Context: an optimization exercise on an open-source flow, tuned for small area, a short achievable clock period and few clock cycles. The choices shown serve that exercise and are no tape-out recipe.
Only the layout flow was run in this run; the RTL was not checked for function there.

### flow/design.v
module matrix_mult (
    input         clk,
    input  [71:0] A,
    input  [71:0] B,
    input  [2:0]  row,    
    input  [2:0]  col,    
    output [7:0]  c
);
    wire [7:0] a0 = ({8{row[0]}} & A[0*8+:8]) | ({8{row[1]}} & A[3*8+:8]) | ({8{row[2]}} & A[6*8+:8]);
    wire [7:0] a1 = ({8{row[0]}} & A[1*8+:8]) | ({8{row[1]}} & A[4*8+:8]) | ({8{row[2]}} & A[7*8+:8]);
    wire [7:0] a2 = ({8{row[0]}} & A[2*8+:8]) | ({8{row[1]}} & A[5*8+:8]) | ({8{row[2]}} & A[8*8+:8]);
    wire [7:0] b0 = ({8{col[0]}} & B[0*8+:8]) | ({8{col[1]}} & B[1*8+:8]) | ({8{col[2]}} & B[2*8+:8]);
    wire [7:0] b1 = ({8{col[0]}} & B[3*8+:8]) | ({8{col[1]}} & B[4*8+:8]) | ({8{col[2]}} & B[5*8+:8]);
    wire [7:0] b2 = ({8{col[0]}} & B[6*8+:8]) | ({8{col[1]}} & B[7*8+:8]) | ({8{col[2]}} & B[8*8+:8]);
    wire s1 = (a0[0] & b0[0]) ^ (a1[0] & b1[0]) ^ (a2[0] & b2[0]);
    wire k2 = ((a0[0] & b0[0]) & (a1[0] & b1[0])) | ((a0[0] & b0[0]) & (a2[0] & b2[0])) | ((a1[0] & b1[0]) & (a2[0] & b2[0]));
    wire s3 = (a0[0] & b0[1]) ^ (a0[1] & b0[0]) ^ (a1[0] & b1[1]);
    wire k4 = ((a0[0] & b0[1]) & (a0[1] & b0[0])) | ((a0[0] & b0[1]) & (a1[0] & b1[1])) | ((a0[1] & b0[0]) & (a1[0] & b1[1]));
    wire s5 = (a1[1] & b1[0]) ^ (a2[0] & b2[1]) ^ (a2[1] & b2[0]);
    wire k6 = ((a1[1] & b1[0]) & (a2[0] & b2[1])) | ((a1[1] & b1[0]) & (a2[1] & b2[0])) | ((a2[0] & b2[1]) & (a2[1] & b2[0]));
    wire s7 = k2 ^ s3 ^ s5;
    wire k8 = (k2 & s3) | (k2 & s5) | (s3 & s5);
    wire s9 = (a0[0] & b0[2]) ^ (a0[1] & b0[1]) ^ (a0[2] & b0[0]);
    wire k10 = ((a0[0] & b0[2]) & (a0[1] & b0[1])) | ((a0[0] & b0[2]) & (a0[2] & b0[0])) | ((a0[1] & b0[1]) & (a0[2] & b0[0]));
    wire s11 = (a1[0] & b1[2]) ^ (a1[1] & b1[1]) ^ (a1[2] & b1[0]);
    wire k12 = ((a1[0] & b1[2]) & (a1[1] & b1[1])) | ((a1[0] & b1[2]) & (a1[2] & b1[0])) | ((a1[1] & b1[1]) & (a1[2] & b1[0]));
    wire s13 = (a2[0] & b2[2]) ^ (a2[1] & b2[1]) ^ (a2[2] & b2[0]);
    wire k14 = ((a2[0] & b2[2]) & (a2[1] & b2[1])) | ((a2[0] & b2[2]) & (a2[2] & b2[0])) | ((a2[1] & b2[1]) & (a2[2] & b2[0]));
    wire s15 = k4 ^ k6 ^ s9;
    wire k16 = (k4 & k6) | (k4 & s9) | (k6 & s9);
    wire s17 = s11 ^ s13 ^ k8;
    wire k18 = (s11 & s13) | (s11 & k8) | (s13 & k8);
    wire s19 = (a0[0] & b0[3]) ^ (a0[1] & b0[2]) ^ (a0[2] & b0[1]);
    wire k20 = ((a0[0] & b0[3]) & (a0[1] & b0[2])) | ((a0[0] & b0[3]) & (a0[2] & b0[1])) | ((a0[1] & b0[2]) & (a0[2] & b0[1]));
    wire s21 = (a0[3] & b0[0]) ^ (a1[0] & b1[3]) ^ (a1[1] & b1[2]);
    wire k22 = ((a0[3] & b0[0]) & (a1[0] & b1[3])) | ((a0[3] & b0[0]) & (a1[1] & b1[2])) | ((a1[0] & b1[3]) & (a1[1] & b1[2]));
    wire s23 = (a1[2] & b1[1]) ^ (a1[3] & b1[0]) ^ (a2[0] & b2[3]);
    wire k24 = ((a1[2] & b1[1]) & (a1[3] & b1[0])) | ((a1[2] & b1[1]) & (a2[0] & b2[3])) | ((a1[3] & b1[0]) & (a2[0] & b2[3]));
    wire s25 = (a2[1] & b2[2]) ^ (a2[2] & b2[1]) ^ (a2[3] & b2[0]);
    wire k26 = ((a2[1] & b2[2]) & (a2[2] & b2[1])) | ((a2[1] & b2[2]) & (a2[3] & b2[0])) | ((a2[2] & b2[1]) & (a2[3] & b2[0]));
    wire s27 = k10 ^ k12 ^ k14;
    wire k28 = (k10 & k12) | (k10 & k14) | (k12 & k14);
    wire s29 = s19 ^ s21 ^ s23;
    wire k30 = (s19 & s21) | (s19 & s23) | (s21 & s23);
    wire s31 = s25 ^ k16 ^ s27;
    wire k32 = (s25 & k16) | (s25 & s27) | (k16 & s27);
    wire s33 = s29 ^ k18 ^ s31;
    wire k34 = (s29 & k18) | (s29 & s31) | (k18 & s31);
    wire s35 = (a0[0] & b0[4]) ^ (a0[1] & b0[3]) ^ (a0[2] & b0[2]);
    wire k36 = ((a0[0] & b0[4]) & (a0[1] & b0[3])) | ((a0[0] & b0[4]) & (a0[2] & b0[2])) | ((a0[1] & b0[3]) & (a0[2] & b0[2]));
    wire s37 = (a0[3] & b0[1]) ^ (a0[4] & b0[0]) ^ (a1[0] & b1[4]);
    wire k38 = ((a0[3] & b0[1]) & (a0[4] & b0[0])) | ((a0[3] & b0[1]) & (a1[0] & b1[4])) | ((a0[4] & b0[0]) & (a1[0] & b1[4]));
    wire s39 = (a1[1] & b1[3]) ^ (a1[2] & b1[2]) ^ (a1[3] & b1[1]);
    wire k40 = ((a1[1] & b1[3]) & (a1[2] & b1[2])) | ((a1[1] & b1[3]) & (a1[3] & b1[1])) | ((a1[2] & b1[2]) & (a1[3] & b1[1]));
    wire s41 = (a1[4] & b1[0]) ^ (a2[0] & b2[4]) ^ (a2[1] & b2[3]);
    wire k42 = ((a1[4] & b1[0]) & (a2[0] & b2[4])) | ((a1[4] & b1[0]) & (a2[1] & b2[3])) | ((a2[0] & b2[4]) & (a2[1] & b2[3]));
    wire s43 = (a2[2] & b2[2]) ^ (a2[3] & b2[1]) ^ (a2[4] & b2[0]);
    wire k44 = ((a2[2] & b2[2]) & (a2[3] & b2[1])) | ((a2[2] & b2[2]) & (a2[4] & b2[0])) | ((a2[3] & b2[1]) & (a2[4] & b2[0]));
    wire s45 = k20 ^ k22 ^ k24;
    wire k46 = (k20 & k22) | (k20 & k24) | (k22 & k24);
    wire s47 = k26 ^ s35 ^ s37;
    wire k48 = (k26 & s35) | (k26 & s37) | (s35 & s37);
    wire s49 = s39 ^ s41 ^ s43;
    wire k50 = (s39 & s41) | (s39 & s43) | (s41 & s43);
    wire s51 = k28 ^ k30 ^ s45;
    wire k52 = (k28 & k30) | (k28 & s45) | (k30 & s45);
    wire s53 = s47 ^ s49 ^ k32;
    wire k54 = (s47 & s49) | (s47 & k32) | (s49 & k32);
    wire s55 = (a0[0] & b0[5]) ^ (a0[1] & b0[4]) ^ (a0[2] & b0[3]);
    wire k56 = ((a0[0] & b0[5]) & (a0[1] & b0[4])) | ((a0[0] & b0[5]) & (a0[2] & b0[3])) | ((a0[1] & b0[4]) & (a0[2] & b0[3]));
    wire s57 = (a0[3] & b0[2]) ^ (a0[4] & b0[1]) ^ (a0[5] & b0[0]);
    wire k58 = ((a0[3] & b0[2]) & (a0[4] & b0[1])) | ((a0[3] & b0[2]) & (a0[5] & b0[0])) | ((a0[4] & b0[1]) & (a0[5] & b0[0]));
    wire s59 = (a1[0] & b1[5]) ^ (a1[1] & b1[4]) ^ (a1[2] & b1[3]);
    wire k60 = ((a1[0] & b1[5]) & (a1[1] & b1[4])) | ((a1[0] & b1[5]) & (a1[2] & b1[3])) | ((a1[1] & b1[4]) & (a1[2] & b1[3]));
    wire s61 = (a1[3] & b1[2]) ^ (a1[4] & b1[1]) ^ (a1[5] & b1[0]);
    wire k62 = ((a1[3] & b1[2]) & (a1[4] & b1[1])) | ((a1[3] & b1[2]) & (a1[5] & b1[0])) | ((a1[4] & b1[1]) & (a1[5] & b1[0]));
    wire s63 = (a2[0] & b2[5]) ^ (a2[1] & b2[4]) ^ (a2[2] & b2[3]);
    wire k64 = ((a2[0] & b2[5]) & (a2[1] & b2[4])) | ((a2[0] & b2[5]) & (a2[2] & b2[3])) | ((a2[1] & b2[4]) & (a2[2] & b2[3]));
    wire s65 = (a2[3] & b2[2]) ^ (a2[4] & b2[1]) ^ (a2[5] & b2[0]);
    wire k66 = ((a2[3] & b2[2]) & (a2[4] & b2[1])) | ((a2[3] & b2[2]) & (a2[5] & b2[0])) | ((a2[4] & b2[1]) & (a2[5] & b2[0]));
    wire s67 = k36 ^ k38 ^ k40;
    wire k68 = (k36 & k38) | (k36 & k40) | (k38 & k40);
    wire s69 = k42 ^ k44 ^ s55;
    wire k70 = (k42 & k44) | (k42 & s55) | (k44 & s55);
    wire s71 = s57 ^ s59 ^ s61;
    wire k72 = (s57 & s59) | (s57 & s61) | (s59 & s61);
    wire s73 = s63 ^ s65 ^ k46;
    wire k74 = (s63 & s65) | (s63 & k46) | (s65 & k46);
    wire s75 = k48 ^ k50 ^ s67;
    wire k76 = (k48 & k50) | (k48 & s67) | (k50 & s67);
    wire s77 = s69 ^ s71 ^ k52;
    wire k78 = (s69 & s71) | (s69 & k52) | (s71 & k52);
    wire s79 = (a0[0] & b0[6]) ^ (a0[1] & b0[5]) ^ (a0[2] & b0[4]);
    wire k80 = ((a0[0] & b0[6]) & (a0[1] & b0[5])) | ((a0[0] & b0[6]) & (a0[2] & b0[4])) | ((a0[1] & b0[5]) & (a0[2] & b0[4]));
    wire s81 = (a0[3] & b0[3]) ^ (a0[4] & b0[2]) ^ (a0[5] & b0[1]);
    wire k82 = ((a0[3] & b0[3]) & (a0[4] & b0[2])) | ((a0[3] & b0[3]) & (a0[5] & b0[1])) | ((a0[4] & b0[2]) & (a0[5] & b0[1]));
    wire s83 = (a0[6] & b0[0]) ^ (a1[0] & b1[6]) ^ (a1[1] & b1[5]);
    wire k84 = ((a0[6] & b0[0]) & (a1[0] & b1[6])) | ((a0[6] & b0[0]) & (a1[1] & b1[5])) | ((a1[0] & b1[6]) & (a1[1] & b1[5]));
    wire s85 = (a1[2] & b1[4]) ^ (a1[3] & b1[3]) ^ (a1[4] & b1[2]);
    wire k86 = ((a1[2] & b1[4]) & (a1[3] & b1[3])) | ((a1[2] & b1[4]) & (a1[4] & b1[2])) | ((a1[3] & b1[3]) & (a1[4] & b1[2]));
    wire s87 = (a1[5] & b1[1]) ^ (a1[6] & b1[0]) ^ (a2[0] & b2[6]);
    wire k88 = ((a1[5] & b1[1]) & (a1[6] & b1[0])) | ((a1[5] & b1[1]) & (a2[0] & b2[6])) | ((a1[6] & b1[0]) & (a2[0] & b2[6]));
    wire s89 = (a2[1] & b2[5]) ^ (a2[2] & b2[4]) ^ (a2[3] & b2[3]);
    wire k90 = ((a2[1] & b2[5]) & (a2[2] & b2[4])) | ((a2[1] & b2[5]) & (a2[3] & b2[3])) | ((a2[2] & b2[4]) & (a2[3] & b2[3]));
    wire s91 = (a2[4] & b2[2]) ^ (a2[5] & b2[1]) ^ (a2[6] & b2[0]);
    wire k92 = ((a2[4] & b2[2]) & (a2[5] & b2[1])) | ((a2[4] & b2[2]) & (a2[6] & b2[0])) | ((a2[5] & b2[1]) & (a2[6] & b2[0]));
    wire s93 = k56 ^ k58 ^ k60;
    wire k94 = (k56 & k58) | (k56 & k60) | (k58 & k60);
    wire s95 = k62 ^ k64 ^ k66;
    wire k96 = (k62 & k64) | (k62 & k66) | (k64 & k66);
    wire s97 = s79 ^ s81 ^ s83;
    wire k98 = (s79 & s81) | (s79 & s83) | (s81 & s83);
    wire s99 = s85 ^ s87 ^ s89;
    wire k100 = (s85 & s87) | (s85 & s89) | (s87 & s89);
    wire s101 = s91 ^ k68 ^ k70;
    wire k102 = (s91 & k68) | (s91 & k70) | (k68 & k70);
    wire s103 = k72 ^ s93 ^ s95;
    wire k104 = (k72 & s93) | (k72 & s95) | (s93 & s95);
    wire s105 = s97 ^ s99 ^ k74;
    wire k106 = (s97 & s99) | (s97 & k74) | (s99 & k74);
    wire s107 = k76 ^ s101 ^ s103;
    wire k108 = (k76 & s101) | (k76 & s103) | (s101 & s103);
    wire s109 = (a0[0] & b0[7]) ^ (a0[1] & b0[6]) ^ (a0[2] & b0[5]);
    wire s110 = (a0[3] & b0[4]) ^ (a0[4] & b0[3]) ^ (a0[5] & b0[2]);
    wire s111 = (a0[6] & b0[1]) ^ (a0[7] & b0[0]) ^ (a1[0] & b1[7]);
    wire s112 = (a1[1] & b1[6]) ^ (a1[2] & b1[5]) ^ (a1[3] & b1[4]);
    wire s113 = (a1[4] & b1[3]) ^ (a1[5] & b1[2]) ^ (a1[6] & b1[1]);
    wire s114 = (a1[7] & b1[0]) ^ (a2[0] & b2[7]) ^ (a2[1] & b2[6]);
    wire s115 = (a2[2] & b2[5]) ^ (a2[3] & b2[4]) ^ (a2[4] & b2[3]);
    wire s116 = (a2[5] & b2[2]) ^ (a2[6] & b2[1]) ^ (a2[7] & b2[0]);
    wire s117 = k80 ^ k82 ^ k84;
    wire s118 = k86 ^ k88 ^ k90;
    wire s119 = k92 ^ s109 ^ s110;
    wire s120 = s111 ^ s112 ^ s113;
    wire s121 = s114 ^ s115 ^ s116;
    wire s122 = k94 ^ k96 ^ k98;
    wire s123 = k100 ^ s117 ^ s118;
    wire s124 = s119 ^ s120 ^ s121;
    wire s125 = k102 ^ k104 ^ s122;
    reg p0_0;
    reg p1_0;
    reg p2_0;
    reg p2_1;
    reg p3_0;
    reg p4_0;
    reg p4_1;
    reg p4_2;
    reg p5_0;
    reg p5_1;
    reg p5_2;
    reg p5_3;
    reg p6_0;
    reg p6_1;
    reg p6_2;
    reg p7_0;
    reg p7_1;
    reg p7_2;
    reg p7_3;
    reg p7_4;
    always @(posedge clk) begin
        p0_0 <= s1;
        p1_0 <= s7;
        p2_0 <= s15;
        p2_1 <= s17;
        p3_0 <= s33;
        p4_0 <= s51;
        p4_1 <= k34;
        p4_2 <= s53;
        p5_0 <= s73;
        p5_1 <= s75;
        p5_2 <= k54;
        p5_3 <= s77;
        p6_0 <= k78;
        p6_1 <= s105;
        p6_2 <= s107;
        p7_0 <= s123;
        p7_1 <= s124;
        p7_2 <= k106;
        p7_3 <= k108;
        p7_4 <= s125;
    end
    wire s126 = p7_0 ^ p7_1;
    wire s127 = p5_0 ^ p5_1;
    wire k128 = p5_0 & p5_1;
    wire s129 = p6_0 ^ p6_1;
    wire k130 = p6_0 & p6_1;
    wire s131 = p7_2 ^ p7_3 ^ p7_4;
    wire s132 = p4_0 ^ p4_1;
    wire k133 = p4_0 & p4_1;
    wire s134 = p5_2 ^ p5_3 ^ s127;
    wire k135 = (p5_2 & p5_3) | (p5_2 & s127) | (p5_3 & s127);
    wire s136 = k128 ^ p6_2 ^ s129;
    wire k137 = (k128 & p6_2) | (k128 & s129) | (p6_2 & s129);
    wire s138 = k130 ^ s126 ^ s131;
    wire [7:0] x = {k137, k135, k133, p4_2, p3_0, p2_0, p1_0, p0_0};
    wire [7:0] y = {s138, s136, s134, s132, 1'b0, p2_1, 1'b0, 1'b0};
    assign c = x + y;
endmodule
module top(
    input clk,              
    input rst,              
    input cyc,              
    input stb,              
    input we,               
    input [3:0] wb_sel,     
    input [31:0] adr,       
    input [31:0] dat_mosi,  
    output [31:0] dat_miso,  
    output reg ack,             
    output reg err              
);
reg [71:0] A, B;
reg [7:0] rdata;
reg [2:0] tgt_row, tgt_col;    
reg [4:0] tag;                 
reg fresh;                     
reg missed;                    
reg wv;                        
reg [4:0] wa;
reg [7:0] wd;
reg rst_q;
assign dat_miso = {24'b0, rdata};
wire req      = cyc & stb;
wire adr_hi0  = ~|adr[31:5];
wire [4:0] a5 = adr[4:0];
wire lo_ab    = a5 < 5'd18;
wire lo_c     = (a5 >= 5'd18) & (a5 < 5'd27);
wire in_ab    = adr_hi0 & lo_ab;
wire in_c     = adr_hi0 & lo_c;
wire wr       = req & we & wb_sel[0];
wire rd       = req & ~we;
wire wr_ab    = wr & in_ab;
wire rd_c     = rd & in_c;
reg [2:0] r_row, r_col;
always @(*) begin
    case (a5)
        5'd18: begin r_row = 3'b001; r_col = 3'b001; end
        5'd19: begin r_row = 3'b001; r_col = 3'b010; end
        5'd20: begin r_row = 3'b001; r_col = 3'b100; end
        5'd21: begin r_row = 3'b010; r_col = 3'b001; end
        5'd22: begin r_row = 3'b010; r_col = 3'b010; end
        5'd23: begin r_row = 3'b010; r_col = 3'b100; end
        5'd24: begin r_row = 3'b100; r_col = 3'b001; end
        5'd25: begin r_row = 3'b100; r_col = 3'b010; end
        default: begin r_row = 3'b100; r_col = 3'b100; end
    endcase
end
wire [2:0] nn_col = {r_col[0], r_col[2:1]};
wire [2:0] nn_row = r_col[0] ? r_row : {r_row[1:0], r_row[2]};
reg [4:0] tgt_adr;
always @(*) begin
    case ({tgt_row, tgt_col})
        6'b001_001: tgt_adr = 5'd18;
        6'b001_010: tgt_adr = 5'd19;
        6'b001_100: tgt_adr = 5'd20;
        6'b010_001: tgt_adr = 5'd21;
        6'b010_010: tgt_adr = 5'd22;
        6'b010_100: tgt_adr = 5'd23;
        6'b100_001: tgt_adr = 5'd24;
        6'b100_010: tgt_adr = 5'd25;
        6'b100_100: tgt_adr = 5'd26;
        default:    tgt_adr = 5'd0;
    endcase
end
wire [2:0] tag_row = (tag < 5'd21) ? 3'b001 : (tag < 5'd24) ? 3'b010 : 3'b100;
wire [2:0] tag_col = (tag == 5'd18 || tag == 5'd21 || tag == 5'd24) ? 3'b001 :
                     (tag == 5'd19 || tag == 5'd22 || tag == 5'd25) ? 3'b010 : 3'b100;
function touches;
    input [4:0] x;
    input [2:0] row, col;
    begin
        if (x < 5'd9)
            touches = (x < 5'd3) ? row[0] : (x < 5'd6) ? row[1] : row[2];
        else if (x == 5'd9 || x == 5'd12 || x == 5'd15)
            touches = col[0];
        else if (x == 5'd10 || x == 5'd13 || x == 5'd16)
            touches = col[1];
        else
            touches = col[2];
    end
endfunction
wire hit = (a5 == tag) & fresh & ~(wv & touches(wa, tag_row, tag_col));
wire [7:0] c;
matrix_mult mm_inst(.clk(clk), .A(A), .B(B), .row(tgt_row), .col(tgt_col), .c(c));
always @(posedge clk or posedge rst) begin
    if (rst) begin
        ack <= 1'b0;
        err <= 1'b0;
        tgt_row <= 3'b000;
        tgt_col <= 3'b000;
        tag <= 5'd0;
        fresh <= 1'b0;
        missed <= 1'b0;
        wv <= 1'b0;
    end else begin
        ack <= wr_ab | (rd_c & hit);
        err <= (wr & ~in_ab) | (rd & ~in_c);
        tag <= tgt_adr;
        fresh <= ~((wv & touches(wa, tgt_row, tgt_col)) | rst_q);
        missed <= rd_c & ~hit;
        wv <= wr_ab;
        if (wr) begin
            tgt_row <= 3'b001;
            tgt_col <= (a5 == 5'd17) ? 3'b010 : 3'b001;
        end else if (rd & lo_c) begin
            tgt_row <= missed ? r_row : nn_row;
            tgt_col <= missed ? r_col : nn_col;
        end
    end
end
always @(posedge clk or posedge rst) begin
    if (rst)
        rst_q <= 1'b1;
    else
        rst_q <= 1'b0;
end
always @(posedge clk) begin
    wa <= a5;
    wd <= dat_mosi[7:0];
end
always @(posedge clk)
    rdata <= c;
wire [7:0] sdata = rst_q ? 8'b0 : wd;
integer e;
always @(posedge clk) begin
    for (e = 0; e < 9; e = e + 1) begin
        if (rst_q | (wv & (wa == e)))     A[e*8+:8] <= sdata;
        if (rst_q | (wv & (wa == e + 9))) B[e*8+:8] <= sdata;
    end
end
endmodule
### flow/flow/run.sh
#!/bin/bash
bash standard.sh SETUP_SLACK_MARGIN=7 \
  "BUFFER_PORTS_ARGS=-buffer_cell sky130_fd_sc_hd__buf_1" \
  "CTS_ARGS=-sink_clustering_enable -repair_clock_nets -buf_list sky130_fd_sc_hd__clkbuf_16 -sink_clustering_size 30 -sink_clustering_max_diameter 150 -dont_use_dummy_load" \
  finish > standard.log 2>&1
### flow/standard.sh
#!/bin/bash
# synth_recipe.tcl (not shown) runs the flow's synth.tcl, then flattens the netlist and writes it again
# the make line also repeats each setting of config.mk as NAME=value (left out here)
make -C /OpenROAD-flow-scripts/flow DESIGN_CONFIG=/design/flow/config.mk WORK_HOME=/design/flow/orfs CLKGATE_MAP_FILE= SYNTH_SCRIPT=/design/flow/synth_recipe.tcl "${@:-finish}"
### flow/config.mk
export PLATFORM = sky130hd
export DESIGN_NAME = top
export DESIGN_NICKNAME = top
export VERILOG_FILES = /design/flow/design.v
export SDC_FILE = /design/flow/constraint.sdc
export NUM_CORES = 4
export LEC_CHECK = 0
export CAP_MARGIN = 20
export CORE_MARGIN = 2
export CORE_UTILIZATION = 40
export SLEW_MARGIN = 20
### flow/constraint.sdc
create_clock -name core_clock -period 10.0 [get_ports {clk}]
set_input_delay 2.0000 -clock core_clock [delete_from_list [all_inputs] [get_ports {clk}]]
set_output_delay 2.0000 -clock core_clock [all_outputs]
set_load 0.01 [all_outputs]
==> summary.txt <==
layout make-up:
class / instances / area share (%)
sequential: 202 / 47.6
multi-input combinational: 494 / 35.6
timing repair buffer: 147 / 9.34
tap: 324 / 3.46
clock buffer: 10 / 2.14
inverter: 56 / 1.89
per-stage QoR:
stage,area (um2),utilization (%)
4_1_cts,11500,46.9
6_report,11700,47.9
3_3_place_gp,10600,43.5
2_1_floorplan,10300,-
5_1_grt,11700,47.9
3_5_place_dp,10700,43.6
worst max-delay path by stage:
stage | startpoint | slack, ns | to
detailed placement | adr[1] | 5.92 | tgt_col[1]$_DFFE_PP0P_
global placement | adr[1] | 5.93 | tgt_col[1]$_DFFE_PP0P_
floorplan | tgt_row[0]$_DFFE_PP0P_ | 6.60 | mm_inst.p3_0$_DFF_P_
CTS | tgt_row[0]$_DFFE_PP0P_ | 6.58 | mm_inst.p6_2$_DFF_P_
finish | tgt_row[0]$_DFFE_PP0P_ | 6.59 | mm_inst.p6_2$_DFF_P_
global route | tgt_row[0]$_DFFE_PP0P_ | 6.46 | mm_inst.p6_2$_DFF_P_
critical path: cells and delay by family, from the launching register on:
kind / cells / cell delay, ns
AND/OR/NAND/NOR: 1 / 0.13
buffers and inverters: 4 / 0.60
AO/OA/AOI/OAI: 1 / 0.31
adder cells (fa/ha/maj): 4 / 1.88
flip-flops: 1 / 0.45
registers in the layout, summed over array words and instances (netlist names), 3 cells and up:
name,flops
wa,5
tag,5
A,72
tgt_row,3
rdata,8
wd,8
B,72
tgt_col,3
report_power, final:
group	switching [mW]	internal, mW
Sequential	0.0433	1.03
Combinational	0.516	0.468
Clock	0.240	0.181
Total	0.800	1.68
cells by family after synthesis:
kind of cell | count (synthesis)
xor+xnor | 53
simple gates | 209
flops | 202
buf+inv | 113
other cells | 1
compound gates | 134
mux | 4
fa+ha+maj | 69
cell usage in the layout (no fill, tap or decap), drive strengths merged, types with 12 or more instances in the layout:
master / n
inv: 55
fa: 56
nand2: 27
a222oi: 46
conb: 25
o21ai: 16
clkbuf: 13
or2: 34
xnor2: 33
o21bai: 15
nor2: 86
dfrtp: 16
dfxtp: 41
edfxtp: 144
nand2b: 12
xor2: 19
nor2b: 17
a21oi: 17
ha: 13
buf: 144
synth_stat cells (all sizes together), types with 17 or more instances:
cell and instances:
edfxtp 144, nor2 86, fa 56, inv 56
a222oi 46, buf 41, dfxtp 41, or2 34
xnor2 33, nand2 27, xor2 19, a21oi 17
nor2b 17
what timing repair did:
action                     in CTS  in global routing
gates resized for setup        52                 21
setup endpoints to repair      27                 21
pin swaps                      36                 31
hold buffers                    0                  0
buffers inserted               48                 17
cloned                          1                  2
layer usage:
layer / vias up / routed length [um] / track usage [%]
met4: 0 / 415 / 3.46
met5: - / 0 / 0
met2: 201 / 11600 / 30.8
li1: 2992 / - / -
met3: 22 / 1340 / 1.71
met1: 3232 / 9810 / 23.9
==> flow_metrics.py <==
metrics = {
    "finish": {
        "multiInputGateArea_um2": 4170,
        "n_antenna_cell": 0,
        "seqCellArea_um2": 5580,
        "drive_gt1_share_pct": 21.5,
        "finalNonFillerCells": 1233,
        "area_growth_pct": 17.1,
        "fill_cells": 2156,
        "nNetsFinal": 1053,
    },
    "yosys": {
        "synth_compound_area_share_pct": 10.6,
        "avgSynthCellArea_um2": 12.7,
        "synthArstFlopShare_pct": 8.42,
        "yosys-top-cells-area": "edfxtp_1 43%, fa_1 11%, dfxtp_1 8.2%",
        "yosysWarnings": 2,
        "synth.distinct_cells": 58,
        "synth_mux_area_share_pct": 0.413,
        "synth_xor_area_share_pct": 4.78,
        "synth-simple-area-share_pct": 10.3,
        "synth.top_cell.area_share_pct": 43.2,
        "synth_fa_ha_area_share_pct": 12.8,
        "synth_area_um2": 10000,
        "yosysTopAreaCell": "edfxtp_1",
        "syn_inst": 785,
        "synth_flop_cell": "edfxtp_1",
        "ys_seq_elements": 202,
        "synth_top_family_by_area": "adder cells",
        "synth_edf_count": 144,
        "seq_area_frac_synth_pct": 55.7,
    },
    "global_routing": {
        "grt-ovfl-total": 0,
        "grt_max_degree": 36,
        "grt_pass1_wl_um": 35500,
        "grtUsageTotal_pct": 17.5,
        "grt_pass1_vias": 6359,
        "antenna_found_initial": 0,
    },
    "hold_path": {
        "hold_depth": 0,
        "min_from": "mm_inst.p1_0$_DFF_P_",
        "min_to": "rdata[1]$_DFF_P_",
        "hold_path_class": "reg -> reg",
    },
    "floorplan": {
        "io_pins": 107,
        "die_h_um": 162,
        "row_count": 57,
        "die_w_um": 162,
        "core_area_um2": 24500,
        "die-area_um2": 26300,
        "initial_core_util_pct": 40.9,
    },
    "place": {
        "io_buffers": 55,
        "place_ws_ns": 5.92,
        "place_congestion": 0.840,
        "dp_cells": 1155,
        "dp_hpwl_um": 14800,
    },
    "cts": {
        "cts_buffers": 10,
        "numClockSinks": 202,
        "clk_pin_slew_worst_paths_ns": 0.12,
        "insertion_delay_ns": 0.46,
        "cts_max_level": 1,
        "cts_tree": "yes",
        "root_buffer": "clkbuf_16",
        "clockBufferDepth": 3,
    },
    "detailed_routing": {
        "drt_iter0_markers": 569,
        "drtPass1Iterations": 8,
        "routed_wl_um": 23200,
        "vias": 6447,
        "drc": 0,
        "via_per_inst": 5.23,
        "ant_nets": 0,
        "wl_per_cell_um": 18.8,
    },
    "worst_setup_path": {
        "path_class": "reg -> reg",
        "worstPathCellList": "buf_12, buf_12, a222oi_1, buf_4, or2_4, fa_1, fa_2, fa_1, inv_1, fa_2",
        "r2r_start": "tgt_row[0]$_DFFE_PP0P_",
        "rr_worst_depth": 10,
        "max_stage_delay_ns": 0.52,
        "r2r_slack_ns": 6.59,
        "r2r_end": "mm_inst.p6_2$_DFF_P_",
        "critPathLaunchType": "flip-flop",
        "end_kind": "flip-flop",
        "critical_path.slowest_cell": "fa_1",
        "worst_ep_required_time_ns": 10.41,
        "cp_max_fo": 7,
        "cp.arrival_ns": 3.82,
    },
    "power_and_ir_drop": {
        "p_total_mw": 2.48,
        "power_per_cell_area_nw_per_um2": 212,
        "ir_drop_uv": 162,
        "p_leak_nw": 4.42,
    },
    "run_status": {
        "outcome": "timing/DRC/antenna clean",
    },
    "sta": {
        "max_freq_mhz": 293,
        "tightest_slew_ns": 0.958,
        "skew_ns": 0.0220,
        "setup_ws_ns": 6.59,
        "holdWs_ns": 0.338,
        "slew_viol_final": 0,
        "tns_ns": 0,
        "hold_viol_final": 0,
        "maxSlewHeadroom_pct": 36.0,
        "rsz0062_at_grt": "yes",
        "period_needed_ns": 3.41,
        "setup_violations": 0,
        "fin_crit_sh_pct": 34.1,
    },
    "job": {
        "maxCapViolCount": 0,
    },
}

## afterwards: timing with drivers on the ports
How much do the figures lean on ideal ports? The routed layout below was timed once more, with nothing changed but the port constraints. Step 1 assumes that a clkbuf_16 drives the clock port and a buf_2 every other input. Step 2 also shifts input and output timing later by t, the mid clock arrival at the registers, as if the neighbouring blocks saw the same clock. Slacks: no drivers / after step 1 / after step 2; pairs: no drivers / after step 1.
t, ns: 0.495
setup WS [ns]: 6.588 / 6.588 / 6.531
hold slack, ns: 0.338 / 0.338 / 0.338
worst setup path after step 2: input to register
latest minus earliest clock arrival (ns): 0.022 / 0.022
After both steps this run still meets setup and hold. The setup slack of this run moves by 0.000 ns with the drivers and by -0.057 ns with both steps.
